Context: an optimization exercise on an open-source flow, tuned for small area and a short achievable clock period. The choices shown serve that exercise and are no tape-out recipe. Function was checked by simulation only, so behaviour that the tests miss may differ from the original.

== job 7584 ==
==> flow/design.v (excerpt) <==
module Multiplier(
  input         clock,
                reset,
                io_in_valid,
  input  [31:0] io_a,
                io_b,
  input  [1:0]  io_op,
  output [31:0] io_res,
  output        io_res_valid
);
Size in the first run: about 100 I/O pins.
export LEC_CHECK = 0
export ABC_AREA = 1
export CAP_MARGIN = 20
export CORE_MARGIN = 2
export CORE_UTILIZATION = 40
export SETUP_SLACK_MARGIN = 1.9
export SLEW_MARGIN = 20
create_clock -name core_clock -period 5.6 [get_ports {clock}]
standard.sh (not shown) runs the stock make flow with config.mk's settings and CLKGATE_MAP_FILE= SYNTH_SCRIPT=/design/flow/synth_recipe.tcl, a recipe that flattens the netlist after the stock synthesis.
==> flow/flow/run.sh <==
#!/bin/bash
# Own layout flow: the standard flow (standard.sh), with one extra step
# between synthesis and floorplan: flow/polfix.py removes the needless
# inverters that Yosys's full-adder extraction leaves around full-adder cells
# (a full adder is self-dual, so each may be built in either polarity).
# Registers, ports and all other cells are kept as synthesis made them.
# Each tool's output goes to a log file of its own in the work folder.
set -euo pipefail
cd "$(dirname "$0")/.."
R=orfs/results/${FLOW_PLATFORM:-sky130hd}/Multiplier/base
# Port buffers: buf_4 instead of the delay cell buffer_ports picks by default
# (every port still gets its own buffer).
PORTBUF="BUFFER_PORTS_ARGS=-buffer_cell sky130_fd_sc_hd__buf_4"
bash standard.sh "$PORTBUF" synth > flow_synth.log 2>&1
cp "$R/1_2_yosys.v" 1_2_yosys.std.v
python3 flow/polfix.py 1_2_yosys.std.v 1_2_yosys.pol.v > flow_polfix.log 2>&1
cp 1_2_yosys.pol.v "$R/1_2_yosys.v"
rm -f "$R/1_synth.odb" "$R/1_synth.sdc"
bash standard.sh "$PORTBUF" finish > flow_finish.log 2>&1
Other scripts of this flow, unchanged in this note and not shown: flow/flow/polfix.py
No stage failed in job 7584, and the final checks on the layout all came back clean.
Changes in job 3777 relative to job 7584:
Settings: swapping 1.9 for 2.2 in SETUP_SLACK_MARGIN.
Job 3777 ended with every stage complete and zero timing, DRC or antenna violations.
Multi-input gate area in the final layout was higher in the run labelled job 3777.
Against job 7584, job 3777 comes in about 1.2% higher on total number of vias.
In the flow results for job 3777 and job 7584, the count of filler cells inserted in the layout is smaller on job 3777.
Job 7584 → job 3777: final critical-path required period has decreased.
Against job 7584, job 3777 comes in about 1.7% higher on cell area reported after detailed placement.
Here is what was changed in the inputs of job 8065 compared with job 3777.
Settings: swapping 2.2 for 2.0 in SETUP_SLACK_MARGIN; putting CTS_BUF_LIST at sky130_fd_sc_hd__clkbuf_4 sky130_fd_sc_hd__clkbuf_8 where nothing was set.
--- outcome ---
- Comparing job 3777 and job 8065, the higher final weighted congestion in routability-driven placement is on job 8065.
- The highest metal layer with signal wires comes out met5 in one run and met4 in the other, namely in job 3777 and job 8065 respectively.
- Sort job 3777 and job 8065 by clock-buffer cell count, descending, and job 8065 comes first.
- On via count of the first global-routing pass: between job 3777 and job 8065, it ends up lower for job 3777.
- Net total in the final layout: job 8065 vs job 3777 up 15
- Compared with job 3777, job 8065 supports a lower clock frequency.
Modified inputs, job 4509 compared to job 8065
Settings: CTS_BUF_LIST no longer set, was sky130_fd_sc_hd__clkbuf_4 sky130_fd_sc_hd__clkbuf_8.
==> notes.md <==
Setup clock skew after layout improves in job 4509 relative to job 8065.
Cell area across job 8065 and job 4509: no real change.
Between job 8065 and job 4509, the number of cells on the critical path figures differ only marginally.
Between job 8065 and job 4509, the flow reports total area of multi-input combinational cells decreasing slightly.
From job 8065 to job 4509 the numbers moved as follows: met3 layer wire length in the routed design rose by about 3.4%; detailed-route wire length on metal 1 down 0.74%; fraction of standard cell area in multi-input logic flat; wire length of the first global-routing pass did not really move.

* * *

Multiplier, a different RTL version from the one above (not shown whole).
For scale: roughly 3,600 cells after synthesis, roughly 100 I/O pins, about 0.033 mm^2 of cells after synthesis.
export LEC_CHECK = 0
export ABC_AREA = 1
export CAP_MARGIN = 20
export CORE_MARGIN = 2
export CORE_UTILIZATION = 40
export SETUP_SLACK_MARGIN = 2.0
export SLEW_MARGIN = 20
create_clock -name core_clock -period 5.6 [get_ports {clock}]
==> flow/flow/run.sh <==
#!/bin/bash
# Own layout flow: the standard flow (standard.sh), with one extra step
# between synthesis and floorplan: flow/polfix.py removes the needless
# inverters that Yosys's full-adder extraction leaves around full-adder cells
# (a full adder is self-dual, so each may be built in either polarity).
# Registers, ports and all other cells are kept as synthesis made them.
# Each tool's output goes to a log file of its own in the work folder.
set -euo pipefail
cd "$(dirname "$0")/.."
R=orfs/results/${FLOW_PLATFORM:-sky130hd}/Multiplier/base
bash standard.sh synth > flow_synth.log 2>&1
cp "$R/1_2_yosys.v" 1_2_yosys.std.v
python3 flow/polfix.py 1_2_yosys.std.v 1_2_yosys.pol.v > flow_polfix.log 2>&1
cp 1_2_yosys.pol.v "$R/1_2_yosys.v"
rm -f "$R/1_synth.odb" "$R/1_synth.sdc"
bash standard.sh > flow_finish.log 2>&1
Other scripts of this flow, unchanged in this note and not shown: flow/flow/polfix.py
The starting point went through all stages and came out clean.
Then changed:
--- a/flow/flow/run.sh
+++ b/flow/flow/run.sh
@@ -10,3 +10,6 @@
 R=orfs/results/${FLOW_PLATFORM:-sky130hd}/Multiplier/base
-bash standard.sh synth > flow_synth.log 2>&1
+# Port buffers: buf_4 instead of the delay cell buffer_ports picks by default
+# (every port still gets its own buffer).
+PORTBUF="BUFFER_PORTS_ARGS=-buffer_cell sky130_fd_sc_hd__buf_4"
+bash standard.sh "$PORTBUF" synth > flow_synth.log 2>&1
 cp "$R/1_2_yosys.v" 1_2_yosys.std.v
@@ -15,2 +18,2 @@
 rm -f "$R/1_synth.odb" "$R/1_synth.sdc"
-bash standard.sh > flow_finish.log 2>&1
+bash standard.sh "$PORTBUF" finish > flow_finish.log 2>&1
- SETUP_SLACK_MARGIN: 2.0 -> 2.4
Outcome: Via count decreases by 0.67%. Wire length went up by 1.9%. Setup slack improved by 130 ps.

* * *

Multiplier with an RTL version that a note above also has.
Size in the first run: about 3300 cells after synthesis, roughly 100 I/O pins, roughly 32000 um^2 of cells after synthesis.
## Multiplier
module Multiplier(
  input         clock,
                reset,
                io_in_valid,
  input  [31:0] io_a,
                io_b,
  input  [1:0]  io_op,
  output [31:0] io_res,
  output        io_res_valid
);
==> flow/config.mk <==
export PLATFORM = sky130hd
export DESIGN_NAME = Multiplier
export DESIGN_NICKNAME = Multiplier
export VERILOG_FILES = /design/flow/design.v
export SDC_FILE = /design/flow/constraint.sdc
export NUM_CORES = 4
export LEC_CHECK = 0
export ABC_AREA = 1
export CAP_MARGIN = 5
export CORE_MARGIN = 2
export CORE_UTILIZATION = 40
export SETUP_SLACK_MARGIN = 2.0
export SLEW_MARGIN = 5
==> flow/constraint.sdc <==
create_clock -name core_clock -period 5.6 [get_ports {clock}]
set_input_delay 1.1200 -clock core_clock [delete_from_list [all_inputs] [get_ports {clock}]]
set_output_delay 1.1200 -clock core_clock [all_outputs]
set_load 0.01 [all_outputs]
==> flow/flow/run.sh <==
#!/bin/bash
# Own layout flow: the standard flow (standard.sh), with one extra step
# between synthesis and floorplan: flow/polfix.py removes the needless
# inverters that Yosys's full-adder extraction leaves around full-adder cells
# (a full adder is self-dual, so each may be built in either polarity).
# Registers, ports and all other cells are kept as synthesis made them.
# Each tool's output goes to a log file of its own in the work folder.
set -euo pipefail
cd "$(dirname "$0")/.."
R=orfs/results/${FLOW_PLATFORM:-sky130hd}/Multiplier/base
# Port buffers: buf_4 instead of the delay cell buffer_ports picks by default
# (every port still gets its own buffer).
PORTBUF="BUFFER_PORTS_ARGS=-buffer_cell sky130_fd_sc_hd__buf_4"
bash standard.sh "$PORTBUF" synth > flow_synth.log 2>&1
cp "$R/1_2_yosys.v" 1_2_yosys.std.v
python3 flow/polfix.py 1_2_yosys.std.v 1_2_yosys.pol.v > flow_polfix.log 2>&1
cp 1_2_yosys.pol.v "$R/1_2_yosys.v"
rm -f "$R/1_synth.odb" "$R/1_synth.sdc"
bash standard.sh "$PORTBUF" finish > flow_finish.log 2>&1
Other scripts of this flow, unchanged in this note and not shown: flow/flow/polfix.py
The first run ran to the end with no violations.
Then changed:
Settings changed: ABC_AREA 1 to not set, CAP_MARGIN 5 to 20, SLEW_MARGIN 5 to 20.
Outcome:
- area after synthesis grows by about 14%
- maximum frequency falls by about 5%
- global-route usage grows by 3.4 points
- core utilization came out higher by 1.8 points
- flip-flop and latch count stays the same
- cell area climbs by about 18%
- non-clock buffer count increases by 97
Then changed:
Settings changed: ABC_AREA set to 1, CORE_UTILIZATION 40 to 50, PLACE_DENSITY set to 0.75, SETUP_SLACK_MARGIN 2.0 to 2.2.
Cell area shrinks by 13%.
Critical path depth increases by 7.
Die area came out lower by 29%.
Wire length came out lower by 24%.
Core utilization came out higher by 11 points.
Non-clock buffer count fell by 85.
Setup slack improves by 160 ps.

==> port drivers added, routing unchanged <==
The results above use ideal ports. As a check the final layouts listed here were re-extracted and re-timed, cells and wires unchanged.
Step 1: set_driving_cell puts a clkbuf_16 on clock and a buf_2 on each other input, an assumption about the parent block.
Step 2 times the ports against the registers' clock, not the clock port: input delays grow and output delays shrink by t, the midpoint of the rising clock arrivals with the driver on.
Slacks: no drivers / after step 1 / after step 2; pairs: no drivers / after step 1.
run | t (ns) | setup slack, ns | clock arrival spread, ns | slew at the worst register clock pin (ns) | worst data-port slew with drivers (ns)
job 7584 | 0.637 | 1.859 / 1.859 / 1.279 | 0.035 / 0.035 | 0.07 / 0.07 | 0.11
job 3777 | 0.643 | 2.066 / 2.066 / 1.601 | 0.032 / 0.032 | 0.07 / 0.07 | 0.18
job 8065 | 0.694 | 2.021 / 2.021 / 1.381 | 0.045 / 0.045 | 0.07 / 0.07 | 0.09
job 4509 | 0.637 | 2.028 / 2.028 / 1.413 | 0.021 / 0.021 | 0.07 / 0.07 | 0.09
the first run of note 2 | 0.643 | 2.003 / 2.016 / 1.415 | 0.021 / 0.020 | 0.07 / 0.07 | 0.06
the second run of note 2 | 0.631 | 2.135 / 2.135 / 1.755 | 0.044 / 0.045 | 0.08 / 0.08 | 0.17
the first run of note 3 | 0.653 | 1.928 / 1.928 / 1.346 | 0.021 / 0.021 | 0.07 / 0.07 | 0.09
the second run of note 3 | 0.659 | 1.733 / 1.733 / 1.353 | 0.032 / 0.032 | 0.07 / 0.07 | 0.09
the third run of note 3 | 0.627 | 1.897 / 1.897 / 1.581 | 0.021 / 0.021 | 0.07 / 0.07 | 0.09
After both steps every run listed still meets setup and hold. The setup slack of job 8065, which loses most, moves by 0.000 ns with the drivers and by -0.640 ns with both steps.
